From an optimization exercise on the open Yosys and OpenROAD flow, aimed at small area and a short achievable clock period; shortcuts taken in it are not production practice.
For this run, only the layout was checked, not whether the RTL still works.
Power and IR drop assume default switching activity.

### design.v
module RGB_to_Gray(input CLK, input [7:0] R, input [7:0] G, input [7:0] B, input In_Valid, output reg [7:0] Gray, output reg Out_Valid);
    reg [7:0] r, g, b; reg v0;
    always @(posedge CLK) begin r <= R; g <= G; b <= B; v0 <= In_Valid; end
    wire w8 = ({p7_0_1, p6_0_1, p5_0_1, p4_0_1, p3_0_1, p2_0_1, p1_0_1, p0_0_1} >= 8'd2);
    wire w9 = ({p7_0_1, p6_0_1, p5_0_1, p4_0_1, p3_0_1, p2_0_1, p1_0_1, p0_0_1} >= 8'd4);
    wire w10 = ({p7_0_1, p6_0_1, p5_0_1, p4_0_1, p3_0_1, p2_0_1, p1_0_1, p0_0_1} >= 8'd7);
    wire w11 = ({p7_0_1, p6_0_1, p5_0_1, p4_0_1, p3_0_1, p2_0_1, p1_0_1, p0_0_1} >= 8'd14);
    wire w12 = ({p7_0_1, p6_0_1, p5_0_1, p4_0_1, p3_0_1, p2_0_1, p1_0_1, p0_0_1} >= 8'd27);
    wire w13 = ({p7_0_1, p6_0_1, p5_0_1, p4_0_1, p3_0_1, p2_0_1, p1_0_1, p0_0_1} >= 8'd54);
    wire w14 = ({p7_0_1, p6_0_1, p5_0_1, p4_0_1, p3_0_1, p2_0_1, p1_0_1, p0_0_1} >= 8'd108);
    wire w15 = ({p7_0_1, p6_0_1, p5_0_1, p4_0_1, p3_0_1, p2_0_1, p1_0_1, p0_0_1} >= 8'd215);
    wire w24 = ({p23_0_1, p22_0_1, p21_0_1, p20_0_1, p19_0_1, p18_0_1, p17_0_1, p16_0_1} >= 8'd2);
    wire w25 = ({p23_0_1, p22_0_1, p21_0_1, p20_0_1, p19_0_1, p18_0_1, p17_0_1, p16_0_1} >= 8'd4);
    wire w26 = ({p23_0_1, p22_0_1, p21_0_1, p20_0_1, p19_0_1, p18_0_1, p17_0_1, p16_0_1} >= 8'd7);
    wire w27 = ({p23_0_1, p22_0_1, p21_0_1, p20_0_1, p19_0_1, p18_0_1, p17_0_1, p16_0_1} >= 8'd14);
    wire w28 = ({p23_0_1, p22_0_1, p21_0_1, p20_0_1, p19_0_1, p18_0_1, p17_0_1, p16_0_1} >= 8'd28);
    wire w29 = ({p23_0_1, p22_0_1, p21_0_1, p20_0_1, p19_0_1, p18_0_1, p17_0_1, p16_0_1} >= 8'd55);
    wire w30 = ({p23_0_1, p22_0_1, p21_0_1, p20_0_1, p19_0_1, p18_0_1, p17_0_1, p16_0_1} >= 8'd110);
    wire w31 = ({p23_0_1, p22_0_1, p21_0_1, p20_0_1, p19_0_1, p18_0_1, p17_0_1, p16_0_1} >= 8'd219);
    wire w41 = ({p39_0_1, p38_0_1, p37_0_1, p36_0_1, p35_0_1, p34_0_1, p33_0_1, p32_0_1} >= 8'd3);
    wire w42 = ({p39_0_1, p38_0_1, p37_0_1, p36_0_1, p35_0_1, p34_0_1, p33_0_1, p32_0_1} >= 8'd5);
    wire w43 = ({p39_0_1, p38_0_1, p37_0_1, p36_0_1, p35_0_1, p34_0_1, p33_0_1, p32_0_1} >= 8'd9);
    wire w44 = ({p39_0_1, p38_0_1, p37_0_1, p36_0_1, p35_0_1, p34_0_1, p33_0_1, p32_0_1} >= 8'd18);
    wire w45 = ({p39_0_1, p38_0_1, p37_0_1, p36_0_1, p35_0_1, p34_0_1, p33_0_1, p32_0_1} >= 8'd36);
    wire w46 = ({p39_0_1, p38_0_1, p37_0_1, p36_0_1, p35_0_1, p34_0_1, p33_0_1, p32_0_1} >= 8'd71);
    wire w47 = ({p39_0_1, p38_0_1, p37_0_1, p36_0_1, p35_0_1, p34_0_1, p33_0_1, p32_0_1} >= 8'd141);
    wire w48_0, w48_1; ha u48 (p2_0_1, p1_0_1, w48_0, w48_1);
    wire w49_0, w49_1; fa u49 (p3_0_1, p2_0_1, p1_0_1, w49_0, w49_1);
    wire w50_0, w50_1; fa u50 (p4_0_1, p3_0_1, p2_0_1, w50_0, w50_1);
    wire w51_0, w51_1; fa u51 (p5_0_1, p4_0_1, p3_0_1, w51_0, w51_1);
    wire w52_0, w52_1; fa u52 (p6_0_1, p5_0_1, p4_0_1, w52_0, w52_1);
    wire w53_0, w53_1; fa u53 (p7_0_1, p6_0_1, p5_0_1, w53_0, w53_1);
    wire w54_0, w54_1; ha u54 (p1_0_1, p0_0_1, w54_0, w54_1);
    wire w55_0, w55_1; fa u55 (p0_0_1, w48_0, w11, w55_0, w55_1);
    wire w56_0, w56_1; fa u56 (w48_1, w12, w49_0, w56_0, w56_1);
    wire w57_0, w57_1; fa u57 (w49_1, w13, w50_0, w57_0, w57_1);
    wire w58_0, w58_1; fa u58 (w50_1, w14, w51_0, w58_0, w58_1);
    wire w59_0, w59_1; fa u59 (w51_1, w15, w52_0, w59_0, w59_1);
    wire w60_0, w60_1; fa u60 (p0_0_1, w52_1, w53_0, w60_0, w60_1);
    wire w61_0, w61_1; ha u61 (p0_0_1, w9, w61_0, w61_1);
    wire w62_0, w62_1; ha u62 (w54_0, w10, w62_0, w62_1);
    wire w63_0, w63_1; ha u63 (w54_1, w55_0, w63_0, w63_1);
    wire w64_0, w64_1; ha u64 (w55_1, w56_0, w64_0, w64_1);
    wire w65_0, w65_1; ha u65 (w56_1, w57_0, w65_0, w65_1);
    wire w66_0, w66_1; ha u66 (w57_1, w58_0, w66_0, w66_1);
    wire w67_0, w67_1; ha u67 (w58_1, w59_0, w67_0, w67_1);
    wire w68_0, w68_1; ha u68 (w59_1, w60_0, w68_0, w68_1);
    wire w69; ao u69 (w62_1, w62_0, w61_1, w69);
    wire w70; ao u70 (w63_1, w63_0, w69, w70);
    wire w71; ao u71 (w64_1, w64_0, w70, w71);
    wire w72; ao u72 (w65_1, w65_0, w71, w72);
    wire w73; ao u73 (w66_1, w66_0, w72, w73);
    wire w74; ao u74 (w67_1, w67_0, w73, w74);
    wire w75; ao u75 (w68_1, w68_0, w74, w75);
    wire w76; xr u76 (w62_0, w61_1, w76);
    wire w77; xr u77 (w63_0, w69, w77);
    wire w78; xr u78 (w64_0, w70, w78);
    wire w79; xr u79 (w65_0, w71, w79);
    wire w80; xr u80 (w66_0, w72, w80);
    wire w81; xr u81 (w67_0, w73, w81);
    wire w82; xr u82 (w68_0, w74, w82);
    wire w83_0, w83_1; ha u83 (p20_0_1, p16_0_1, w83_0, w83_1);
    wire w84_0, w84_1; fa u84 (p21_0_1, p17_0_1, w31, w84_0, w84_1);
    wire w85_0, w85_1; fa u85 (p22_0_1, p18_0_1, p16_0_1, w85_0, w85_1);
    wire w86_0, w86_1; ha u86 (p16_0_1, w26, w86_0, w86_1);
    wire w87_0, w87_1; ha u87 (p17_0_1, w27, w87_0, w87_1);
    wire w88_0, w88_1; ha u88 (p18_0_1, w28, w88_0, w88_1);
    wire w89_0, w89_1; ha u89 (p19_0_1, w29, w89_0, w89_1);
    wire w90_0, w90_1; ha u90 (w83_0, w30, w90_0, w90_1);
    wire w91_0, w91_1; ha u91 (w83_1, w84_0, w91_0, w91_1);
    wire w92_0, w92_1; ha u92 (w84_1, w85_0, w92_0, w92_1);
    wire w93; ao u93 (w87_1, w87_0, w86_1, w93);
    wire w94; ao u94 (w88_1, w88_0, w93, w94);
    wire w95; ao u95 (w89_1, w89_0, w94, w95);
    wire w96; ao u96 (w90_1, w90_0, w95, w96);
    wire w97; ao u97 (w91_1, w91_0, w96, w97);
    wire w98; ao u98 (w92_1, w92_0, w97, w98);
    wire w99; xr u99 (w87_0, w86_1, w99);
    wire w100; xr u100 (w88_0, w93, w100);
    wire w101; xr u101 (w89_0, w94, w101);
    wire w102; xr u102 (w90_0, w95, w102);
    wire w103; xr u103 (w91_0, w96, w103);
    wire w104; xr u104 (w92_0, w97, w104);
    wire w105 = ~w8;
    wire w106; an2 u106 (w61_0, w105, w106);
    wire w107 = ~w24;
    wire w108; an2 u108 (w25, w107, w108);
    wire w109 = ~w9;
    wire w110; an2 u110 (w76, w109, w110);
    wire w111 = ~w25;
    wire w112; an2 u112 (w86_0, w111, w112);
    wire w113 = ~w10;
    wire w114; an2 u114 (w77, w113, w114);
    wire w115 = ~w26;
    wire w116; an2 u116 (w99, w115, w116);
    wire w117 = ~w11;
    wire w118; an2 u118 (w78, w117, w118);
    wire w119 = ~w27;
    wire w120; an2 u120 (w100, w119, w120);
    wire w121 = ~w12;
    wire w122; an2 u122 (w79, w121, w122);
    wire w123 = ~w28;
    wire w124; an2 u124 (w101, w123, w124);
    wire w125 = ~w13;
    wire w126; an2 u126 (w80, w125, w126);
    wire w127 = ~w29;
    wire w128; an2 u128 (w102, w127, w128);
    wire w129 = ~w14;
    wire w130; an2 u130 (w81, w129, w130);
    wire w131 = ~w30;
    wire w132; an2 u132 (w103, w131, w132);
    wire w133 = ~w15;
    wire w134; an2 u134 (w82, w133, w134);
    wire w135 = ~w31;
    wire w136; an2 u136 (w104, w135, w136);
    wire w137_0, w137_1; ha u137 (p7_0_1, p6_0_1, w137_0, w137_1);
    wire w138_0, w138_1; fa u138 (p7_0_1, p2_0_1, p0_0_1, w138_0, w138_1);
    wire w139_0, w139_1; fa u139 (p23_0_1, p19_0_1, p17_0_1, w139_0, w139_1);
    wire w140_0, w140_1; fa u140 (p3_0_1, p1_0_1, p0_0_1, w140_0, w140_1);
    wire w141_0, w141_1; fa u141 (p4_0_1, p2_0_1, p1_0_1, w141_0, w141_1);
    wire w142_0, w142_1; fa u142 (p5_0_1, p3_0_1, p2_0_1, w142_0, w142_1);
    wire w143_0, w143_1; ha u143 (p0_0_1, p22_0_1, w143_0, w143_1);
    wire w144_0, w144_1; fa u144 (p6_0_1, p4_0_1, p3_0_1, w144_0, w144_1);
    wire w145_0, w145_1; fa u145 (p1_0_1, p23_0_1, p21_0_1, w145_0, w145_1);
    wire w146_0, w146_1; fa u146 (p7_0_1, p5_0_1, p4_0_1, w146_0, w146_1);
    wire w147_0, w147_1; ha u147 (p2_0_1, p22_0_1, w147_0, w147_1);
    wire w148_0, w148_1; fa u148 (p6_0_1, p5_0_1, p3_0_1, w148_0, w148_1);
    wire w149_0, w149_1; ha u149 (p23_0_1, p22_0_1, w149_0, w149_1);
    wire w150_0, w150_1; fa u150 (p7_0_1, p6_0_1, p4_0_1, w150_0, w150_1);
    wire w151_0, w151_1; ha u151 (p0_0_1, p23_0_1, w151_0, w151_1);
    wire w152_0, w152_1; ha u152 (p7_0_1, p5_0_1, w152_0, w152_1);
    wire w153_0, w153_1; ha u153 (p5_0_1, p2_0_1, w153_0, w153_1);
    wire w154_0, w154_1; fa u154 (p6_0_1, p3_0_1, p2_0_1, w154_0, w154_1);
    wire w155_0, w155_1; fa u155 (p7_0_1, p4_0_1, p3_0_1, w155_0, w155_1);
    wire w156_0, w156_1; fa u156 (p5_0_1, p4_0_1, p1_0_1, w156_0, w156_1);
    wire w157_0, w157_1; fa u157 (p6_0_1, p5_0_1, p2_0_1, w157_0, w157_1);
    wire w158_0, w158_1; ha u158 (p7_0_1, p6_0_1, w158_0, w158_1);
    wire w159_0, w159_1; fa u159 (p1_0_1, w137_0, w53_1, w159_0, w159_1);
    wire w160_0, w160_1; fa u160 (p16_0_1, w137_1, w85_1, w160_0, w160_1);
    wire w161_0, w161_1; ha u161 (w138_0, w139_0, w161_0, w161_1);
    wire w162_0, w162_1; fa u162 (p20_0_1, p18_0_1, p17_0_1, w162_0, w162_1);
    wire w163_0, w163_1; fa u163 (w138_1, w139_1, w140_0, w163_0, w163_1);
    wire w164_0, w164_1; fa u164 (p21_0_1, p19_0_1, p18_0_1, w164_0, w164_1);
    wire w165_0, w165_1; fa u165 (p16_0_1, w140_1, w141_0, w165_0, w165_1);
    wire w166_0, w166_1; fa u166 (p20_0_1, p19_0_1, p17_0_1, w166_0, w166_1);
    wire w167_0, w167_1; fa u167 (w143_0, w141_1, w142_0, w167_0, w167_1);
    wire w168_0, w168_1; fa u168 (p20_0_1, p18_0_1, w143_1, w168_0, w168_1);
    wire w169_0, w169_1; fa u169 (w142_1, w144_0, w145_0, w169_0, w169_1);
    wire w170_0, w170_1; fa u170 (p21_0_1, p19_0_1, w147_0, w170_0, w170_1);
    wire w171_0, w171_1; fa u171 (w144_1, w145_1, w146_0, w171_0, w171_1);
    wire w172_0, w172_1; fa u172 (p20_0_1, p16_0_1, w147_1, w172_0, w172_1);
    wire w173_0, w173_1; fa u173 (w149_0, w146_1, w148_0, w173_0, w173_1);
    wire w174_0, w174_1; fa u174 (p21_0_1, p17_0_1, w149_1, w174_0, w174_1);
    wire w175_0, w175_1; fa u175 (w151_0, w148_1, w150_0, w175_0, w175_1);
    wire w176_0, w176_1; fa u176 (p1_0_1, p22_0_1, p18_0_1, w176_0, w176_1);
    wire w177_0, w177_1; fa u177 (w151_1, w152_0, w150_1, w177_0, w177_1);
    wire w178_0, w178_1; fa u178 (p6_0_1, p2_0_1, p23_0_1, w178_0, w178_1);
    wire w179_0, w179_1; fa u179 (p19_0_1, p16_0_1, w152_1, w179_0, w179_1);
    wire w180_0, w180_1; fa u180 (p7_0_1, p3_0_1, p0_0_1, w180_0, w180_1);
    wire w181_0, w181_1; fa u181 (p20_0_1, p17_0_1, p16_0_1, w181_0, w181_1);
    wire w182_0, w182_1; fa u182 (p4_0_1, p1_0_1, p0_0_1, w182_0, w182_1);
    wire w183_0, w183_1; fa u183 (p21_0_1, p18_0_1, p17_0_1, w183_0, w183_1);
    wire w184_0, w184_1; fa u184 (p1_0_1, p22_0_1, p19_0_1, w184_0, w184_1);
    wire w185_0, w185_1; fa u185 (p18_0_1, p16_0_1, w153_0, w185_0, w185_1);
    wire w186_0, w186_1; fa u186 (p23_0_1, p20_0_1, p19_0_1, w186_0, w186_1);
    wire w187_0, w187_1; fa u187 (p17_0_1, w153_1, w154_0, w187_0, w187_1);
    wire w188_0, w188_1; fa u188 (p0_0_1, p21_0_1, p20_0_1, w188_0, w188_1);
    wire w189_0, w189_1; fa u189 (p18_0_1, w154_1, w155_0, w189_0, w189_1);
    wire w190_0, w190_1; fa u190 (p22_0_1, p21_0_1, p19_0_1, w190_0, w190_1);
    wire w191_0, w191_1; fa u191 (p16_0_1, w155_1, w156_0, w191_0, w191_1);
    wire w192_0, w192_1; fa u192 (p23_0_1, p22_0_1, p20_0_1, w192_0, w192_1);
    wire w193_0, w193_1; fa u193 (p17_0_1, w156_1, w157_0, w193_0, w193_1);
    wire w194_0, w194_1; fa u194 (p3_0_1, p23_0_1, p21_0_1, w194_0, w194_1);
    wire w195_0, w195_1; fa u195 (p18_0_1, w158_0, w157_1, w195_0, w195_1);
    wire w196_0, w196_1; fa u196 (p7_0_1, p4_0_1, p22_0_1, w196_0, w196_1);
    wire w197_0, w197_1; ha u197 (p19_0_1, w158_1, w197_0, w197_1);
    wire w198_0, w198_1; ha u198 (p5_0_1, p23_0_1, w198_0, w198_1);
    wire w199_0, w199_1; ha u199 (w159_0, w60_1, w199_0, w199_1);
    wire w200_0, w200_1; fa u200 (w159_1, w161_0, w160_0, w200_0, w200_1);
    wire w201_0, w201_1; fa u201 (w162_0, w161_1, w160_1, w201_0, w201_1);
    wire w202_0, w202_1; fa u202 (w162_1, w164_0, w163_1, w202_0, w202_1);
    wire w203_0, w203_1; fa u203 (w164_1, w166_0, w165_1, w203_0, w203_1);
    wire w204_0, w204_1; fa u204 (w166_1, w168_0, w167_1, w204_0, w204_1);
    wire w205_0, w205_1; fa u205 (w168_1, w170_0, w169_1, w205_0, w205_1);
    wire w206_0, w206_1; fa u206 (w170_1, w172_0, w171_1, w206_0, w206_1);
    wire w207_0, w207_1; fa u207 (w172_1, w174_0, w173_1, w207_0, w207_1);
    wire w208_0, w208_1; fa u208 (w176_0, w174_1, w175_1, w208_0, w208_1);
    wire w209_0, w209_1; fa u209 (w176_1, w178_0, w179_0, w209_0, w209_1);
    wire w210_0, w210_1; fa u210 (w178_1, w180_0, w181_0, w210_0, w210_1);
    wire w211_0, w211_1; fa u211 (w180_1, w181_1, w182_0, w211_0, w211_1);
    wire w212_0, w212_1; fa u212 (w182_1, w183_1, w184_0, w212_0, w212_1);
    wire w213_0, w213_1; fa u213 (w184_1, w186_0, w185_1, w213_0, w213_1);
    wire w214_0, w214_1; fa u214 (w186_1, w188_0, w187_1, w214_0, w214_1);
    wire w215_0, w215_1; fa u215 (w188_1, w190_0, w189_1, w215_0, w215_1);
    wire w216_0, w216_1; fa u216 (w190_1, w192_0, w191_1, w216_0, w216_1);
    wire w217_0, w217_1; fa u217 (w192_1, w194_0, w193_1, w217_0, w217_1);
    wire w218_0, w218_1; fa u218 (w194_1, w196_0, w197_0, w218_0, w218_1);
    wire w219_0, w219_1; fa u219 (p20_0_1, w198_0, w196_1, w219_0, w219_1);
    wire w220_0, w220_1; ha u220 (p6_0_1, p21_0_1, w220_0, w220_1);
    wire w221_0, w221_1; ha u221 (w199_0, w136, w221_0, w221_1);
    wire w222_0, w222_1; fa u222 (w199_1, w200_0, w98, w222_0, w222_1);
    wire w223_0, w223_1; fa u223 (w163_0, w200_1, w201_0, w223_0, w223_1);
    wire w224_0, w224_1; fa u224 (w165_0, w201_1, w202_0, w224_0, w224_1);
    wire w225_0, w225_1; fa u225 (w167_0, w202_1, w203_0, w225_0, w225_1);
    wire w226_0, w226_1; fa u226 (w169_0, w203_1, w204_0, w226_0, w226_1);
    wire w227_0, w227_1; fa u227 (w171_0, w204_1, w205_0, w227_0, w227_1);
    wire w228_0, w228_1; fa u228 (w173_0, w205_1, w206_0, w228_0, w228_1);
    wire w229_0, w229_1; fa u229 (w175_0, w206_1, w207_0, w229_0, w229_1);
    wire w230_0, w230_1; fa u230 (w177_0, w207_1, w208_0, w230_0, w230_1);
    wire w231_0, w231_1; fa u231 (w177_1, w209_0, w208_1, w231_0, w231_1);
    wire w232_0, w232_1; fa u232 (w179_1, w210_0, w209_1, w232_0, w232_1);
    wire w233_0, w233_1; fa u233 (w183_0, w210_1, w211_0, w233_0, w233_1);
    wire w234_0, w234_1; fa u234 (w185_0, w211_1, w212_0, w234_0, w234_1);
    wire w235_0, w235_1; fa u235 (w212_1, w187_0, w213_0, w235_0, w235_1);
    wire w236_0, w236_1; fa u236 (w189_0, w213_1, w214_0, w236_0, w236_1);
    wire w237_0, w237_1; fa u237 (w191_0, w214_1, w215_0, w237_0, w237_1);
    wire w238_0, w238_1; fa u238 (w193_0, w215_1, w216_0, w238_0, w238_1);
    wire w239_0, w239_1; fa u239 (w195_0, w216_1, w217_0, w239_0, w239_1);
    wire w240_0, w240_1; fa u240 (w195_1, w218_0, w217_1, w240_0, w240_1);
    wire w241_0, w241_1; fa u241 (w197_1, w219_0, w218_1, w241_0, w241_1);
    wire w242_0, w242_1; fa u242 (w198_1, w220_0, w219_1, w242_0, w242_1);
    wire w243_0, w243_1; fa u243 (p7_0_1, p22_0_1, w220_1, w243_0, w243_1);
    wire w244_0, w244_1; ha u244 (w231_1, w232_0, w244_0, w244_1);
    wire w245_0, w245_1; ha u245 (w232_1, w233_0, w245_0, w245_1);
    wire w246_0, w246_1; ha u246 (w233_1, w234_0, w246_0, w246_1);
    wire w247_0, w247_1; ha u247 (w234_1, w235_0, w247_0, w247_1);
    wire w248_0, w248_1; ha u248 (w235_1, w236_0, w248_0, w248_1);
    wire w249_0, w249_1; ha u249 (w236_1, w237_0, w249_0, w249_1);
    wire w250_0, w250_1; ha u250 (w237_1, w238_0, w250_0, w250_1);
    wire w251_0, w251_1; ha u251 (w238_1, w239_0, w251_0, w251_1);
    wire w252_0, w252_1; ha u252 (w239_1, w240_0, w252_0, w252_1);
    wire w253_0, w253_1; ha u253 (w240_1, w241_0, w253_0, w253_1);
    wire w254_0, w254_1; ha u254 (w241_1, w242_0, w254_0, w254_1);
    wire w255_0, w255_1; ha u255 (w242_1, w243_0, w255_0, w255_1);
    wire w256_0, w256_1; ha u256 (w243_1, p23_0_1, w256_0, w256_1);
    wire w257; ao u257 (w245_1, w245_0, w244_1, w257);
    wire w259; ao u259 (w247_1, w247_0, w246_1, w259);
    wire w260; an2 u260 (w247_0, w246_0, w260);
    wire w261; ao u261 (w249_1, w249_0, w248_1, w261);
    wire w262; an2 u262 (w249_0, w248_0, w262);
    wire w263; ao u263 (w251_1, w251_0, w250_1, w263);
    wire w264; an2 u264 (w251_0, w250_0, w264);
    wire w265; ao u265 (w253_1, w253_0, w252_1, w265);
    wire w266; an2 u266 (w253_0, w252_0, w266);
    wire w267; ao u267 (w255_1, w255_0, w254_1, w267);
    wire w268; an2 u268 (w255_0, w254_0, w268);
    wire w271; ao u271 (w259, w260, w257, w271);
    wire w273; ao u273 (w250_1, w250_0, w261, w273);
    wire w274; an2 u274 (w250_0, w262, w274);
    wire w275; ao u275 (w263, w264, w261, w275);
    wire w276; an2 u276 (w264, w262, w276);
    wire w277; ao u277 (w254_1, w254_0, w265, w277);
    wire w278; an2 u278 (w254_0, w266, w278);
    wire w279; ao u279 (w267, w268, w265, w279);
    wire w280; an2 u280 (w268, w266, w280);
    wire w281; ao u281 (w248_1, w248_0, w271, w281);
    wire w283; ao u283 (w261, w262, w271, w283);
    wire w285; ao u285 (w273, w274, w271, w285);
    wire w287; ao u287 (w275, w276, w271, w287);
    wire w289; ao u289 (w256_1, w256_0, w279, w289);
    wire w290; an2 u290 (w256_0, w280, w290);
    wire w291; ao u291 (w252_1, w252_0, w287, w291);
    wire w293; ao u293 (w265, w266, w287, w293);
    wire w295; ao u295 (w277, w278, w287, w295);
    wire w297; ao u297 (w279, w280, w287, w297);
    wire w299; ao u299 (w289, w290, w287, w299);
    wire w301 = |{w236_1, w237_1, w238_1, w239_1, w240_1, w241_1, w242_1, w243_1, w237_0, w238_0, w239_0, w240_0, w241_0, w242_0, w243_0, p23_0_1, w281};
    wire w302 = |{w237_1, w238_1, w239_1, w240_1, w241_1, w242_1, w243_1, w238_0, w239_0, w240_0, w241_0, w242_0, w243_0, p23_0_1, w283};
    wire w303 = |{w238_1, w239_1, w240_1, w241_1, w242_1, w243_1, w239_0, w240_0, w241_0, w242_0, w243_0, p23_0_1, w285};
    wire w304 = |{w239_1, w240_1, w241_1, w242_1, w243_1, w240_0, w241_0, w242_0, w243_0, p23_0_1, w287};
    wire w305 = |{w240_1, w241_1, w242_1, w243_1, w241_0, w242_0, w243_0, p23_0_1, w291};
    wire w306 = |{w241_1, w242_1, w243_1, w242_0, w243_0, p23_0_1, w293};
    wire w307 = |{w242_1, w243_1, w243_0, p23_0_1, w295};
    wire w308 = |{w243_1, p23_0_1, w297};
    wire w309 = |{w299};
    wire w310 = ~p32_0_1;
    wire w311 = ~p33_0_1;
    wire w312 = ~p34_0_1;
    wire w313 = ~p35_0_1;
    wire w314 = ~p36_0_1;
    wire w315 = ~p37_0_1;
    wire w316 = ~p38_0_1;
    wire w317 = ~p39_0_1;
    wire w318_0, w318_1; fa u318 (p38_0_1, p36_0_1, p34_0_1, w318_0, w318_1);
    wire w319_0, w319_1; ha u319 (p39_0_1, p37_0_1, w319_0, w319_1);
    wire w320_0, w320_1; ha u320 (p38_0_1, p36_0_1, w320_0, w320_1);
    wire w321_0, w321_1; ha u321 (p39_0_1, p37_0_1, w321_0, w321_1);
    wire w322_0, w322_1; ha u322 (p36_0_1, p34_0_1, w322_0, w322_1);
    wire w323_0, w323_1; fa u323 (p37_0_1, p35_0_1, p33_0_1, w323_0, w323_1);
    wire w324_0, w324_1; fa u324 (w310, w47, w318_0, w324_0, w324_1);
    wire w325_0, w325_1; fa u325 (p35_0_1, w311, w319_0, w325_0, w325_1);
    wire w326_0, w326_1; fa u326 (p32_0_1, w312, w319_1, w326_0, w326_1);
    wire w327_0, w327_1; fa u327 (p33_0_1, w313, w320_1, w327_0, w327_1);
    wire w328_0, w328_1; fa u328 (p38_0_1, p34_0_1, w314, w328_0, w328_1);
    wire w329_0, w329_1; ha u329 (p34_0_1, p32_0_1, w329_0, w329_1);
    wire w330_0, w330_1; fa u330 (p35_0_1, p33_0_1, w44, w330_0, w330_1);
    wire w331_0, w331_1; fa u331 (p32_0_1, w322_0, w45, w331_0, w331_1);
    wire w332_0, w332_1; fa u332 (w322_1, w46, w323_0, w332_0, w332_1);
    wire w333; xn u333 (w323_1, w324_0, w333);
    wire w334; or2 u334 (w323_1, w324_0, w334);
    wire w335_0, w335_1; fa u335 (w318_1, w325_0, w324_1, w335_0, w335_1);
    wire w336_0, w336_1; fa u336 (w320_0, w325_1, w326_0, w336_0, w336_1);
    wire w337_0, w337_1; fa u337 (w321_0, w326_1, w327_0, w337_0, w337_1);
    wire w338_0, w338_1; fa u338 (w321_1, w328_0, w327_1, w338_0, w338_1);
    wire w339_0, w339_1; ha u339 (p32_0_1, w41, w339_0, w339_1);
    wire w340_0, w340_1; ha u340 (p33_0_1, w42, w340_0, w340_1);
    wire w341_0, w341_1; ha u341 (w329_0, w43, w341_0, w341_1);
    wire w342_0, w342_1; ha u342 (w329_1, w330_0, w342_0, w342_1);
    wire w343_0, w343_1; ha u343 (w330_1, w331_0, w343_0, w343_1);
    wire w344_0, w344_1; ha u344 (w331_1, w332_0, w344_0, w344_1);
    wire w345_0, w345_1; ha u345 (w332_1, w333, w345_0, w345_1);
    wire w346_0, w346_1; ha u346 (w334, w335_0, w346_0, w346_1);
    wire w347_0, w347_1; ha u347 (w335_1, w336_0, w347_0, w347_1);
    wire w348_0, w348_1; ha u348 (w336_1, w337_0, w348_0, w348_1);
    wire w349_0, w349_1; ha u349 (w337_1, w338_0, w349_0, w349_1);
    wire w350; ao u350 (w340_1, w340_0, w339_1, w350);
    wire w351; ao u351 (w341_1, w341_0, w350, w351);
    wire w352; ao u352 (w342_1, w342_0, w351, w352);
    wire w353; ao u353 (w343_1, w343_0, w352, w353);
    wire w354; ao u354 (w344_1, w344_0, w353, w354);
    wire w355; ao u355 (w345_1, w345_0, w354, w355);
    wire w356; ao u356 (w346_1, w346_0, w355, w356);
    wire w357; ao u357 (w347_1, w347_0, w356, w357);
    wire w358; ao u358 (w348_1, w348_0, w357, w358);
    wire w359; ao u359 (w349_1, w349_0, w358, w359);
    wire w361; xr u361 (w341_0, w350, w361);
    wire w362; xr u362 (w342_0, w351, w362);
    wire w363; xr u363 (w343_0, w352, w363);
    wire w364; xr u364 (w344_0, w353, w364);
    wire w365; xr u365 (w345_0, w354, w365);
    wire w366; xr u366 (w346_0, w355, w366);
    wire w367; xr u367 (w347_0, w356, w367);
    wire w368; xr u368 (w348_0, w357, w368);
    wire w369; xr u369 (w349_0, w358, w369);
    wire w370 = ~w42;
    wire w371; an2 u371 (w361, w370, w371);
    wire w372; an2 u372 (w371, w301, w372);
    wire w373 = ~w372;
    wire w374 = ~w43;
    wire w375; an2 u375 (w362, w374, w375);
    wire w376; an2 u376 (w375, w302, w376);
    wire w377 = ~w376;
    wire w378 = ~w44;
    wire w379; an2 u379 (w363, w378, w379);
    wire w380; an2 u380 (w379, w303, w380);
    wire w381 = ~w380;
    wire w382 = ~w45;
    wire w383; an2 u383 (w364, w382, w383);
    wire w384; an2 u384 (w383, w304, w384);
    wire w385 = ~w384;
    wire w386 = ~w46;
    wire w387; an2 u387 (w365, w386, w387);
    wire w388; an2 u388 (w387, w305, w388);
    wire w389 = ~w388;
    wire w390 = ~w47;
    wire w391; an2 u391 (w366, w390, w391);
    wire w392; an2 u392 (w391, w306, w392);
    wire w393 = ~p392_0_1;
    wire w394; an2 u394 (w367, w307, w394);
    wire w395 = ~w394;
    wire w396; an2 u396 (w368, w308, w396);
    wire w397 = ~p396_0_1;
    wire w398; an2 u398 (w369, w309, w398);
    wire w399 = ~w398;
    wire w400_0, w400_1; fa u400 (p39_0_1, p35_0_1, w315, w400_0, w400_1);
    wire w401_0, w401_1; ha u401 (w310, w328_1, w401_0, w401_1);
    wire w402_0, w402_1; ha u402 (p36_0_1, w316, w402_0, w402_1);
    wire w403_0, w403_1; ha u403 (p39_0_1, p37_0_1, w403_0, w403_1);
    wire w404_0, w404_1; ha u404 (p38_0_1, p33_0_1, w404_0, w404_1);
    wire w405_0, w405_1; ha u405 (p39_0_1, p34_0_1, w405_0, w405_1);
    wire w406_0, w406_1; fa u406 (w400_0, w401_0, w338_1, w406_0, w406_1);
    wire w407_0, w407_1; fa u407 (w311, w402_0, w400_1, w407_0, w407_1);
    wire w408_0, w408_1; ha u408 (w401_1, w223_0, w408_0, w408_1);
    wire w409_0, w409_1; fa u409 (p37_0_1, w317, w312, w409_0, w409_1);
    wire w410_0, w410_1; fa u410 (w402_1, w223_1, w224_0, w410_0, w410_1);
    wire w411_0, w411_1; fa u411 (p38_0_1, w313, w224_1, w411_0, w411_1);
    wire w412 = ~w225_0;
    wire w413_0, w413_1; fa u413 (p39_0_1, w314, w310, w413_0, w413_1);
    wire w414_0, w414_1; ha u414 (w225_1, w226_0, w414_0, w414_1);
    wire w415_0, w415_1; fa u415 (w315, w311, w226_1, w415_0, w415_1);
    wire w416_0, w416_1; fa u416 (p32_0_1, w316, w312, w416_0, w416_1);
    wire w417_0, w417_1; fa u417 (p33_0_1, w317, w313, w417_0, w417_1);
    wire w418_0, w418_1; fa u418 (p34_0_1, p32_0_1, w314, w418_0, w418_1);
    wire w419_0, w419_1; ha u419 (w229_1, w230_0, w419_0, w419_1);
    wire w420_0, w420_1; fa u420 (p35_0_1, p33_0_1, w315, w420_0, w420_1);
    wire w421; xn u421 (w230_1, w231_0, w421);
    wire w422; or2 u422 (w230_1, w231_0, w422);
    wire w423_0, w423_1; fa u423 (p36_0_1, p34_0_1, w316, w423_0, w423_1);
    wire w424_0, w424_1; fa u424 (w310, w232_0, w231_1, w424_0, w424_1);
    wire w425_0, w425_1; fa u425 (p37_0_1, p35_0_1, w317, w425_0, w425_1);
    wire w426_0, w426_1; fa u426 (w311, w233_0, w232_1, w426_0, w426_1);
    wire w427_0, w427_1; fa u427 (p38_0_1, p36_0_1, w312, w427_0, w427_1);
    wire w428; xn u428 (w233_1, w234_0, w428);
    wire w429; or2 u429 (w233_1, w234_0, w429);
    wire w430_0, w430_1; fa u430 (p32_0_1, w313, w403_0, w430_0, w430_1);
    wire w431; xn u431 (w234_1, w235_0, w431);
    wire w432; or2 u432 (w234_1, w235_0, w432);
    wire w433_0, w433_1; fa u433 (w314, w403_1, w404_0, w433_0, w433_1);
    wire w434; xn u434 (w235_1, w236_0, w434);
    wire w435; or2 u435 (w235_1, w236_0, w435);
    wire w436_0, w436_1; fa u436 (w315, w404_1, w405_0, w436_0, w436_1);
    wire w437; xn u437 (w236_1, w237_0, w437);
    wire w438; or2 u438 (w236_1, w237_0, w438);
    wire w439_0, w439_1; fa u439 (p35_0_1, w316, w405_1, w439_0, w439_1);
    wire w440; xn u440 (w237_1, w238_0, w440);
    wire w441; or2 u441 (w237_1, w238_0, w441);
    wire w442_0, w442_1; fa u442 (p36_0_1, w317, w238_1, w442_0, w442_1);
    wire w443 = ~w239_0;
    wire w444_0, w444_1; ha u444 (p37_0_1, w239_1, w444_0, w444_1);
    wire w445_0, w445_1; ha u445 (p38_0_1, w241_0, w445_0, w445_1);
    wire w446_0, w446_1; ha u446 (p39_0_1, w242_0, w446_0, w446_1);
    wire w447_0, w447_1; ha u447 (w106, w371, w447_0, w447_1);
    wire w448_0, w448_1; fa u448 (w108, w110, w375, w448_0, w448_1);
    wire w449_0, w449_1; fa u449 (w112, w114, w379, w449_0, w449_1);
    wire w450_0, w450_1; fa u450 (w116, w118, w383, w450_0, w450_1);
    wire w451_0, w451_1; fa u451 (w120, w122, w387, w451_0, w451_1);
    wire w452_0, w452_1; fa u452 (w124, w126, w391, w452_0, w452_1);
    wire w453_0, w453_1; fa u453 (w128, w130, w367, w453_0, w453_1);
    wire w454_0, w454_1; fa u454 (w132, w134, w368, w454_0, w454_1);
    wire w455_0, w455_1; fa u455 (w221_0, w75, w369, w455_0, w455_1);
    wire w456_0, w456_1; fa u456 (w406_0, w221_1, w222_0, w456_0, w456_1);
    wire w457_0, w457_1; fa u457 (w407_0, w406_1, w408_0, w457_0, w457_1);
    wire w458_0, w458_1; fa u458 (w409_0, w407_1, w408_1, w458_0, w458_1);
    wire w459_0, w459_1; fa u459 (w409_1, w412, w410_1, w459_0, w459_1);
    wire w460_0, w460_1; fa u460 (w413_0, w225_0, w411_1, w460_0, w460_1);
    wire w461_0, w461_1; fa u461 (w413_1, w227_0, w414_1, w461_0, w461_1);
    wire w462_0, w462_1; fa u462 (w416_0, w227_1, w228_0, w462_0, w462_1);
    wire w463_0, w463_1; fa u463 (w416_1, w417_0, w228_1, w463_0, w463_1);
    wire w464_0, w464_1; fa u464 (w417_1, w418_0, w419_0, w464_0, w464_1);
    wire w465_0, w465_1; fa u465 (w418_1, w420_0, w421, w465_0, w465_1);
    wire w466_0, w466_1; fa u466 (w420_1, w423_0, w422, w466_0, w466_1);
    wire w467_0, w467_1; fa u467 (w423_1, w425_0, w426_0, w467_0, w467_1);
    wire w468_0, w468_1; fa u468 (w425_1, w427_0, w428, w468_0, w468_1);
    wire w469_0, w469_1; fa u469 (w427_1, w430_0, w429, w469_0, w469_1);
    wire w470_0, w470_1; fa u470 (w430_1, w433_0, w432, w470_0, w470_1);
    wire w471_0, w471_1; fa u471 (w433_1, w436_0, w435, w471_0, w471_1);
    wire w472_0, w472_1; fa u472 (w436_1, w439_0, w438, w472_0, w472_1);
    wire w473_0, w473_1; fa u473 (w439_1, w443, w441, w473_0, w473_1);
    wire w474_0, w474_1; fa u474 (w240_0, w239_0, w444_0, w474_0, w474_1);
    wire w475_0, w475_1; fa u475 (w240_1, w445_0, w444_1, w475_0, w475_1);
    wire w476_0, w476_1; fa u476 (w241_1, w446_0, w445_1, w476_0, w476_1);
    wire w477_0, w477_1; fa u477 (w243_0, w242_1, w446_1, w477_0, w477_1);
    wire w478_0, w478_1; ha u478 (p23_0_1, w243_1, w478_0, w478_1);
    wire w479_0, w479_1; ha u479 (w447_0, w373, w479_0, w479_1);
    wire w480_0, w480_1; fa u480 (w447_1, w448_0, w377, w480_0, w480_1);
    wire w481_0, w481_1; fa u481 (w448_1, w449_0, w381, w481_0, w481_1);
    wire w482_0, w482_1; fa u482 (w449_1, w450_0, w385, w482_0, w482_1);
    wire w483_0, w483_1; fa u483 (p450_1_1, p451_0_1, p389_0_1, w483_0, w483_1);
    wire w484_0, w484_1; fa u484 (p451_1_1, p452_0_1, w393, w484_0, w484_1);
    wire w485_0, w485_1; fa u485 (p452_1_1, p453_0_1, p395_0_1, w485_0, w485_1);
    wire w486_0, w486_1; fa u486 (p453_1_1, p454_0_1, w397, w486_0, w486_1);
    wire w487_0, w487_1; fa u487 (p454_1_1, p455_0_1, p399_0_1, w487_0, w487_1);
    wire w488_0, w488_1; fa u488 (w359, w456_0, w455_1, w488_0, w488_1);
    wire w489_0, w489_1; fa u489 (w222_1, w457_0, w456_1, w489_0, w489_1);
    wire w490_0, w490_1; fa u490 (w410_0, w457_1, w458_0, w490_0, w490_1);
    wire w491_0, w491_1; fa u491 (w411_0, w458_1, w459_0, w491_0, w491_1);
    wire w492_0, w492_1; fa u492 (w414_0, w459_1, w460_0, w492_0, w492_1);
    wire w493_0, w493_1; fa u493 (w415_0, w460_1, w461_0, w493_0, w493_1);
    wire w494_0, w494_1; fa u494 (w415_1, w462_0, w461_1, w494_0, w494_1);
    wire w495_0, w495_1; fa u495 (w229_0, w462_1, w463_0, w495_0, w495_1);
    wire w496; xn u496 (w463_1, w464_0, w496);
    wire w497; or2 u497 (w463_1, w464_0, w497);
    wire w498_0, w498_1; fa u498 (w419_1, w465_0, w464_1, w498_0, w498_1);
    wire w499_0, w499_1; fa u499 (w424_0, w465_1, w466_0, w499_0, w499_1);
    wire w500_0, w500_1; fa u500 (w424_1, w466_1, w467_0, w500_0, w500_1);
    wire w501_0, w501_1; fa u501 (w426_1, w468_0, w467_1, w501_0, w501_1);
    wire w502_0, w502_1; fa u502 (w431, w468_1, w469_0, w502_0, w502_1);
    wire w503_0, w503_1; fa u503 (w469_1, w434, w470_0, w503_0, w503_1);
    wire w504_0, w504_1; fa u504 (w437, w470_1, w471_0, w504_0, w504_1);
    wire w505_0, w505_1; fa u505 (w440, w471_1, w472_0, w505_0, w505_1);
    wire w506_0, w506_1; fa u506 (w442_0, w472_1, w473_0, w506_0, w506_1);
    wire w507_0, w507_1; fa u507 (w442_1, w473_1, w474_0, w507_0, w507_1);
    wire w508; xn u508 (w474_1, w475_0, w508);
    wire w509; or2 u509 (w474_1, w475_0, w509);
    wire w510; xn u510 (w476_0, w475_1, w510);
    wire w511; or2 u511 (w476_0, w475_1, w511);
    wire w512; xn u512 (w477_0, w476_1, w512);
    wire w513; or2 u513 (w477_0, w476_1, w513);
    wire w514; xn u514 (w478_0, w477_1, w514);
    wire w515; or2 u515 (w478_0, w477_1, w515);
    wire w516 = ~w478_1;
    wire w518_0, w518_1; ha u518 (w479_1, w480_0, w518_0, w518_1);
    wire w519_0, w519_1; ha u519 (p480_1_1, p481_0_1, w519_0, w519_1);
    wire w520_0, w520_1; ha u520 (p481_1_1, p482_0_1, w520_0, w520_1);
    wire w521_0, w521_1; ha u521 (p482_1_1, w483_0, w521_0, w521_1);
    wire w522_0, w522_1; ha u522 (w483_1, w484_0, w522_0, w522_1);
    wire w523_0, w523_1; ha u523 (w484_1, w485_0, w523_0, w523_1);
    wire w524_0, w524_1; ha u524 (w485_1, w486_0, w524_0, w524_1);
    wire w525_0, w525_1; ha u525 (w486_1, w487_0, w525_0, w525_1);
    wire w526_0, w526_1; ha u526 (w487_1, p488_0_1, w526_0, w526_1);
    wire w527_0, w527_1; ha u527 (w488_1, w489_0, w527_0, w527_1);
    wire w528_0, w528_1; ha u528 (w489_1, w490_0, w528_0, w528_1);
    wire w529_0, w529_1; ha u529 (w490_1, w491_0, w529_0, w529_1);
    wire w530_0, w530_1; ha u530 (w491_1, w492_0, w530_0, w530_1);
    wire w531_0, w531_1; ha u531 (w492_1, w493_0, w531_0, w531_1);
    wire w532_0, w532_1; ha u532 (w493_1, w494_0, w532_0, w532_1);
    wire w533_0, w533_1; ha u533 (w494_1, w495_0, w533_0, w533_1);
    wire w534_0, w534_1; ha u534 (w495_1, w496, w534_0, w534_1);
    wire w535_0, w535_1; ha u535 (w497, w498_0, w535_0, w535_1);
    wire w536_0, w536_1; ha u536 (w498_1, w499_0, w536_0, w536_1);
    wire w537_0, w537_1; ha u537 (w499_1, w500_0, w537_0, w537_1);
    wire w538_0, w538_1; ha u538 (w500_1, w501_0, w538_0, w538_1);
    wire w539_0, w539_1; ha u539 (w501_1, w502_0, w539_0, w539_1);
    wire w540_0, w540_1; ha u540 (w502_1, w503_0, w540_0, w540_1);
    wire w541_0, w541_1; ha u541 (w503_1, w504_0, w541_0, w541_1);
    wire w542_0, w542_1; ha u542 (w504_1, w505_0, w542_0, w542_1);
    wire w543_0, w543_1; ha u543 (w505_1, w506_0, w543_0, w543_1);
    wire w544_0, w544_1; ha u544 (w506_1, w507_0, w544_0, w544_1);
    wire w545_0, w545_1; ha u545 (w507_1, w508, w545_0, w545_1);
    wire w546_0, w546_1; ha u546 (w509, w510, w546_0, w546_1);
    wire w547_0, w547_1; ha u547 (w511, w512, w547_0, w547_1);
    wire w548_0, w548_1; ha u548 (w513, w514, w548_0, w548_1);
    wire w549_0, w549_1; ha u549 (w515, w516, w549_0, w549_1);
    wire w550; ao u550 (w541_1, w541_0, w540_1, w550);
    wire w551; an2 u551 (w541_0, w540_0, w551);
    wire w552; ao u552 (w539_1, w539_0, w538_1, w552);
    wire w553; an2 u553 (w539_0, w538_0, w553);
    wire w554; ao u554 (w550, w551, w552, w554);
    wire w555; an2 u555 (w551, w553, w555);
    wire w556; ao u556 (w537_1, w537_0, w536_1, w556);
    wire w557; an2 u557 (w537_0, w536_0, w557);
    wire w558; ao u558 (w556, w557, w535_1, w558);
    wire w559; an2 u559 (w557, w535_0, w559);
    wire w560; ao u560 (w554, w555, w558, w560);
    wire w561; an2 u561 (w555, w559, w561);
    wire w562; ao u562 (w534_1, w534_0, w533_1, w562);
    wire w563; an2 u563 (w534_0, w533_0, w563);
    wire w564; ao u564 (w562, w563, w532_1, w564);
    wire w565; an2 u565 (w563, w532_0, w565);
    wire w566; ao u566 (w531_1, w531_0, w530_1, w566);
    wire w567; an2 u567 (w531_0, w530_0, w567);
    wire w568; ao u568 (w566, w567, w529_1, w568);
    wire w569; an2 u569 (w567, w529_0, w569);
    wire w570; ao u570 (w564, w565, w568, w570);
    wire w571; an2 u571 (w565, w569, w571);
    wire w572; ao u572 (w560, w561, w570, w572);
    wire w573; an2 u573 (w561, w571, w573);
    wire w574; ao u574 (w528_1, w528_0, w527_1, w574);
    wire w575; an2 u575 (w528_0, w527_0, w575);
    wire w576; ao u576 (p574_0_1, p575_0_1, w526_1, w576);
    wire w577; an2 u577 (p575_0_1, w526_0, w577);
    wire w578; ao u578 (w525_1, w525_0, w524_1, w578);
    wire w579; an2 u579 (w525_0, w524_0, w579);
    wire w580; ao u580 (w578, w579, w523_1, w580);
    wire w581; an2 u581 (w579, w523_0, w581);
    wire w582; ao u582 (w576, w577, w580, w582);
    wire w583; an2 u583 (w577, w581, w583);
    wire w584; ao u584 (w522_1, w522_0, w521_1, w584);
    wire w585; an2 u585 (w522_0, w521_0, w585);
    wire w586; ao u586 (w584, w585, w520_1, w586);
    wire w587; an2 u587 (w585, w520_0, w587);
    wire w588; ao u588 (w519_1, w519_0, p518_1_1, w588);
    wire w589; an2 u589 (w519_0, p518_0_1, w589);
    wire w590; ao u590 (w588, w589, p479_0_1, w590);
    wire w592; ao u592 (w586, w587, w590, w592);
    wire w594; ao u594 (w582, w583, w592, w594);
    wire w596; ao u596 (p572_0_1, p573_0_1, w594, w596);
    wire w598; ao u598 (p542_1_1, p542_0_1, w596, w598);
    wire w599; ao u599 (p543_1_1, p543_0_1, w598, w599);
    wire w601; ao u601 (p545_1_1, p545_0_1, p544_1_1, w601);
    wire w602; an2 u602 (p545_0_1, p544_0_1, w602);
    wire w603; ao u603 (w547_1, w547_0, w546_1, w603);
    wire w604; an2 u604 (p547_0_1, p546_0_1, w604);
    wire w607; ao u607 (p544_1_1, p544_0_1, w599, w607);
    wire w609; ao u609 (w601, w602, w599, w609);
    wire w611; ao u611 (w548_1, w548_0, w603, w611);
    wire w612; an2 u612 (p548_0_1, w604, w612);
    wire w615; ao u615 (p546_1_1, p546_0_1, w609, w615);
    wire w617; ao u617 (p603_0_1, w604, w609, w617);
    wire w619; ao u619 (p611_0_1, w612, w609, w619);
    wire w623; xr u623 (p542_0_1, w596, w623);
    wire w624; xr u624 (p543_0_1, w598, w624);
    wire w625; xr u625 (p544_0_1, w599, w625);
    wire w626; xr u626 (p545_0_1, w607, w626);
    wire w627; xr u627 (p546_0_1, w609, w627);
    wire w628; xr u628 (p547_0_1, w615, w628);
    wire w629; xr u629 (p548_0_1, w617, w629);
    wire w630; xr u630 (p549_0_1, w619, w630);
    reg p0_0_1;
    reg p1_0_1;
    reg p2_0_1;
    reg p3_0_1;
    reg p4_0_1;
    reg p5_0_1;
    reg p6_0_1;
    reg p7_0_1;
    reg p16_0_1;
    reg p17_0_1;
    reg p18_0_1;
    reg p19_0_1;
    reg p20_0_1;
    reg p21_0_1;
    reg p22_0_1;
    reg p23_0_1;
    reg p32_0_1;
    reg p33_0_1;
    reg p34_0_1;
    reg p35_0_1;
    reg p36_0_1;
    reg p37_0_1;
    reg p38_0_1;
    reg p39_0_1;
    reg p392_0_1;
    reg p396_0_1;
    reg p450_1_1;
    reg p451_0_1;
    reg p389_0_1;
    reg p451_1_1;
    reg p452_0_1;
    reg p452_1_1;
    reg p453_0_1;
    reg p395_0_1;
    reg p453_1_1;
    reg p454_0_1;
    reg p454_1_1;
    reg p455_0_1;
    reg p399_0_1;
    reg p480_1_1;
    reg p481_0_1;
    reg p481_1_1;
    reg p482_0_1;
    reg p482_1_1;
    reg p488_0_1;
    reg p574_0_1;
    reg p575_0_1;
    reg p518_1_1;
    reg p518_0_1;
    reg p479_0_1;
    reg p572_0_1;
    reg p573_0_1;
    reg p542_1_1;
    reg p542_0_1;
    reg p543_1_1;
    reg p543_0_1;
    reg p545_1_1;
    reg p545_0_1;
    reg p544_1_1;
    reg p544_0_1;
    reg p547_0_1;
    reg p546_1_1;
    reg p546_0_1;
    reg p548_0_1;
    reg p603_0_1;
    reg p611_0_1;
    reg p549_0_1;
    always @(posedge CLK) begin
        p0_0_1 <= r[0];
        p1_0_1 <= r[1];
        p2_0_1 <= r[2];
        p3_0_1 <= r[3];
        p4_0_1 <= r[4];
        p5_0_1 <= r[5];
        p6_0_1 <= r[6];
        p7_0_1 <= r[7];
        p16_0_1 <= g[0];
        p17_0_1 <= g[1];
        p18_0_1 <= g[2];
        p19_0_1 <= g[3];
        p20_0_1 <= g[4];
        p21_0_1 <= g[5];
        p22_0_1 <= g[6];
        p23_0_1 <= g[7];
        p32_0_1 <= b[0];
        p33_0_1 <= b[1];
        p34_0_1 <= b[2];
        p35_0_1 <= b[3];
        p36_0_1 <= b[4];
        p37_0_1 <= b[5];
        p38_0_1 <= b[6];
        p39_0_1 <= b[7];
        p392_0_1 <= w392;
        p396_0_1 <= w396;
        p450_1_1 <= w450_1;
        p451_0_1 <= w451_0;
        p389_0_1 <= w389;
        p451_1_1 <= w451_1;
        p452_0_1 <= w452_0;
        p452_1_1 <= w452_1;
        p453_0_1 <= w453_0;
        p395_0_1 <= w395;
        p453_1_1 <= w453_1;
        p454_0_1 <= w454_0;
        p454_1_1 <= w454_1;
        p455_0_1 <= w455_0;
        p399_0_1 <= w399;
        p480_1_1 <= w480_1;
        p481_0_1 <= w481_0;
        p481_1_1 <= w481_1;
        p482_0_1 <= w482_0;
        p482_1_1 <= w482_1;
        p488_0_1 <= w488_0;
        p574_0_1 <= w574;
        p575_0_1 <= w575;
        p518_1_1 <= w518_1;
        p518_0_1 <= w518_0;
        p479_0_1 <= w479_0;
        p572_0_1 <= w572;
        p573_0_1 <= w573;
        p542_1_1 <= w542_1;
        p542_0_1 <= w542_0;
        p543_1_1 <= w543_1;
        p543_0_1 <= w543_0;
        p545_1_1 <= w545_1;
        p545_0_1 <= w545_0;
        p544_1_1 <= w544_1;
        p544_0_1 <= w544_0;
        p547_0_1 <= w547_0;
        p546_1_1 <= w546_1;
        p546_0_1 <= w546_0;
        p548_0_1 <= w548_0;
        p603_0_1 <= w603;
        p611_0_1 <= w611;
        p549_0_1 <= w549_0;
    end
    reg v1; always @(posedge CLK) v1 <= v0;
    reg v2; always @(posedge CLK) v2 <= v1;
    always @(posedge CLK) begin Gray <= {w630, w629, w628, w627, w626, w625, w624, w623}; Out_Valid <= v2; end
endmodule
module fa(input a, input b, input c, output s, output co);
    assign s = a ^ b ^ c;
    assign co = (a & b) | (a & c) | (b & c);
endmodule
module ha(input a, input b, output s, output co);
    assign s = a ^ b;
    assign co = a & b;
endmodule
module xr(input a, input b, output y);
    assign y = a ^ b;
endmodule
module xn(input a, input b, output y);
    assign y = ~(a ^ b);
endmodule
module ao(input g1, input p1, input g0, output y);
    assign y = g1 | (p1 & g0);
endmodule
module an2(input a, input b, output y);
    assign y = a & b;
endmodule
module or2(input a, input b, output y);
    assign y = a | b;
endmodule
### run.sh
#!/bin/bash
# synth_recipe.tcl (not shown) runs the flow's synth.tcl, then flattens the netlist and writes it again
# the make line also repeats each setting of config.mk as NAME=value (left out here)
make -C /OpenROAD-flow-scripts/flow DESIGN_CONFIG=/design/flow/config.mk WORK_HOME=/design/flow/orfs CLKGATE_MAP_FILE= SYNTH_SCRIPT=/design/flow/synth_recipe.tcl finish
### config.mk
export PLATFORM = sky130hd
export DESIGN_NAME = RGB_to_Gray
export DESIGN_NICKNAME = RGB_to_Gray
export VERILOG_FILES = /design/flow/design.v
export SDC_FILE = /design/flow/constraint.sdc
export NUM_CORES = 8
export LEC_CHECK = 0
export CAP_MARGIN = 20
export CORE_MARGIN = 2
export CORE_UTILIZATION = 40
export SLEW_MARGIN = 20
export SYNTH_HIERARCHICAL = 1
export SYNTH_MINIMUM_KEEP_SIZE = 0
### constraint.sdc
create_clock -name core_clock -period 16.0 [get_ports {CLK}]
set_input_delay 3.2000 -clock core_clock [delete_from_list [all_inputs] [get_ports {CLK}]]
set_output_delay 3.2000 -clock core_clock [all_outputs]
set_load 0.01 [all_outputs]
==> run_results.csv <==
group,metric,value,unit
layout,num_antenna_cells,0,
power,p_seq_frac,0.193,
synth,synth_edf_count,0,
detailed_routing,drtIter0Drc,200,
synth,netlist_instances,717,
sta,rsz0062_at_grt,"false",
sta,tightest_slew,0.923,ns
power,combPwrFrac,0.688,
clock_network,cts.sinks,103,
sta,skew,0.00951,ns
floorplan,ios,35,
grt,antenna_found_initial,1,
synth,synth_area_leaders,"fa_1 42%, dfxtp_1 22%, ha_1 14%, a21o_1 6.3%, and2_1 4.7%",
synth,synth-seq-cells,103,
synth,synth_nets,1048,
synth,syn_avg_cell_area,13.1,um2
sta,slew_headroom,0.384,
clock_network,htreeDepth,3,
clock_network,ctsHoldBuffers,0,
grt,grt-ovfl-total,0,
detailed_routing,drc,0,
power,p_sw_frac,0.413,
power,p_int,1.10,mW
clock_network,cts_tree,"yes",
sta,tns,0,ns
grt,grt_util_met1,0.222,
grt,met3_usage,0.0416,
synth,yosysWarnings,7,
sta,setup_viol,0,
synth,yosys_most_used_dff,"dfxtp_1",
synth,synth_area_leader_cell,"fa_1",
power,power.density,178,nW/um2
floorplan,start_util,0.405,
floorplan,die_width,157,um
grt,grt_pass1_wl,31.0,mm
critical_path,cp-start-kind,"flop",
synth,syn_area,9420,um2
clock_network,cts_buffers,9,
clock_network,worstSkewPairLatency,0.36,ns
detailed_routing,via_count,5282,
clock_network,clk_path_buf_depth,2,
critical_path,worst-path-max-fanout,17,
power,leakage,4.74,nW
sta,slew_violations,0,
power,clkPwrFrac,0.119,
grt,grt_pass1_vias,5927,
layout,areaGrowthSynthToFinish,12.0,%
placed_design,place_area,10200,um2
grt,globalRouteTotalUtil,0.167,
detailed_routing,wl_per_cell,16.8,um
grt,grt_max_degree,22,
outcome,status,"complete, no violations",
placed_design,globalplace.congestion,0.777,
sta,finalCritPeriodShare,0.321,
placed_design,numPortBuffers,34,
flow_run,max-cap-violations,0,
grt,grt_util_met2,0.281,
critical_path,crit_type,"flop to flop",
detailed_routing,via_per_inst,4.82,
floorplan,dieHeight,157,um
layout,fin_nets,1103,
synth,synth_cell_types,36,
clock_network,cts_setup_buffers,0,
min_path,hold_path.class,"flop to flop",
critical_path,endpoint_kind,"flop",
critical_path,required,16.26,ns
floorplan,core_area,23300,um2
synth,ys_seq_area_frac,0.219,
layout,final_area,10500,um2
clock_network,clk_pin_slew,0.08,ns
grt,grt-busiest-layer,"met2",
floorplan,num_rows,56,
synth,synth_top_cell_area_share,0.421,
sta,fmax,195,MHz
detailed_routing,firstDrtPassIters,4,
sta,fin_crit,5.14,ns
power,ir_drop,0.126,mV
synth,async_flop_share,0,
clock_network,cts-resized-gates,0,
detailed_routing,ant_nets,0,
placed_design,hpwl,15.3,mm
synth,synth_commonest_cells,"198 x fa_1, 107 x ha_1, 103 x dfxtp_1",
sta,final_hold_viol_count,0,
power,switchingPower,0.773,mW
clock_network,cts_root_buf,"clkbuf_16",
critical_path,cp_data_arrival_time,5.39,ns
floorplan,dieArea,24800,um2
layout,layout-drive-gt1-share,0.0489,
synth,synth.most_common_cell,"fa_1",
detailed_routing,drt_wl_total,18.4,mm
## power by group through the flow
stage / combinational [mW] / sequential, mW / clock, mW
after floorplan: 0.976 / 0.373 / 0
after global placement: 1.29 / 0.368 / 0
after detailed placement: 1.31 / 0.368 / 0
after CTS: 1.33 / 0.363 / 0.232
after global routing: 1.51 / 0.369 / 0.242
final: 1.29 / 0.362 / 0.222
## per-stage QoR
| stage | setup slack (ns) | power, mW | util | hold WS [ns] | cells |
|---|---|---|---|---|---|
| final | 10.86 | 1.87 | 0.453 | 0.327 | 1096 |
| after CTS | 10.81 | 1.92 | 0.453 | 0.329 | 1096 |
| after floorplan | 11.16 | 1.35 | - | 0.310 | 717 |
| after global routing | 10.60 | 2.12 | 0.453 | 0.338 | 1096 |
| after global placement | 10.87 | 1.66 | 0.440 | 0.310 | 1080 |
| after detailed placement | 10.85 | 1.68 | 0.440 | 0.312 | 1080 |
## per-module statistics from Yosys (local to each module, per instance)
module / copies in the design / cell area [um2] / flops+latches / cells inside
RGB_to_Gray: 1 / 2690 / 103 / 216
an2: 64 / 6.26 / 0 / 1
ao: 78 / 7.51 / 0 / 1
fa: 198 / 20.0 / 0 / 1
ha: 107 / 12.5 / 0 / 1
or2: 12 / 6.26 / 0 / 1
xn: 12 / 8.76 / 0 / 1
xr: 30 / 8.76 / 0 / 1
## routing by layer
layer	up-vias	wire, um
met3	11	767
met4	0	142
met1	2717	8250
met2	61	9270
li1	2493	-
met5	-	0
## worst max-delay path, stage by stage, from the launching register on
cell and delay [ns]:
dfxtp_1 0.93, fa_1 0.58, fa_1 0.39, fa_1 0.50
fa_1 0.47, or2_1 0.27, fa_1 0.52, fa_1 0.42
ha_1 0.29, and2_1 0.17, and2_1 0.16, and2_1 0.16
a21o_1 0.17
## final timing paths
check | end | startpoint | slack, ns | cells after the start
hold reg to reg | p35_0_1 | b[3] | 0.33 | 0
setup / recovery | p572_0_1 | p3_0_1 | 10.86 | 12
setup reg to reg | p572_0_1 | p3_0_1 | 10.86 | 12
hold / removal | p35_0_1 | b[3] | 0.33 | 0
## layout make-up
cell class | count | area [um2]
clock buffers | 9 | 225
clock inverters | 7 | 86.3
fillers | 2169 | 12700
inverters | 31 | 116
multi-input cells | 582 | 7230
flip-flops and latches | 103 | 2060
well taps | 319 | 399
repair buffers | 45 | 423
## logic make-up after synthesis
kind of cell	count (synthesis)	synth area share
AO/OA/AOI/OAI	99	0.0781
adder cells (fa/ha/maj)	305	0.563
flip-flops	103	0.219
AND/OR/NAND/NOR	136	0.0880
XOR/XNOR	42	0.0391
buffers and inverters	32	0.0128
## sequential cells by signal, summed over array words and instances, names as in the netlist, 8 cells and up
register and flops:
b 8, g 8, r 8, Gray 8
## cells in the final DEF (no fill, tap or decap), types with 3 or more instances in the layout
cell,n
a21oi_1,6
or3_1,3
buf_4,11
nand2_1,10
o31ai_1,3
ha_1,107
or2_2,4
inv_1,31
nor2_1,16
xnor2_1,12
nor4_1,3
or2_1,12
and2_1,71
a21o_1,79
nor3_1,3
clkdlybuf4s50_1,34
xor2_1,30
dfxtp_1,103
clkinv_8,3
nor4_2,3
clkbuf_16,9
fa_1,198

-- static timing again, ports no longer ideal --
How much do the figures lean on ideal ports? The routed layout below was timed once more, with nothing changed but the port constraints.
Step 1 sets driving cells, clkbuf_16 on the clock port and buf_2 on the other inputs (assumed; they add their load-dependent delay and slew).
Step 2, shift: input delay + t, output delay - t, t = (earliest + latest rising clock arrival at the registers) / 2. This alone moves slack from input paths to output paths.
Slacks: ideal ports / drivers / drivers and shift; pairs: ideal ports / drivers.
t (ns): 0.395
setup WS [ns]: 10.864 / 10.864 / 10.864
worst data-port slew with drivers (ns): 0.04
After both steps setup and hold are still met in this run. The setup slack of this run moves by 0.000 ns with the drivers and by 0.000 ns with both steps.
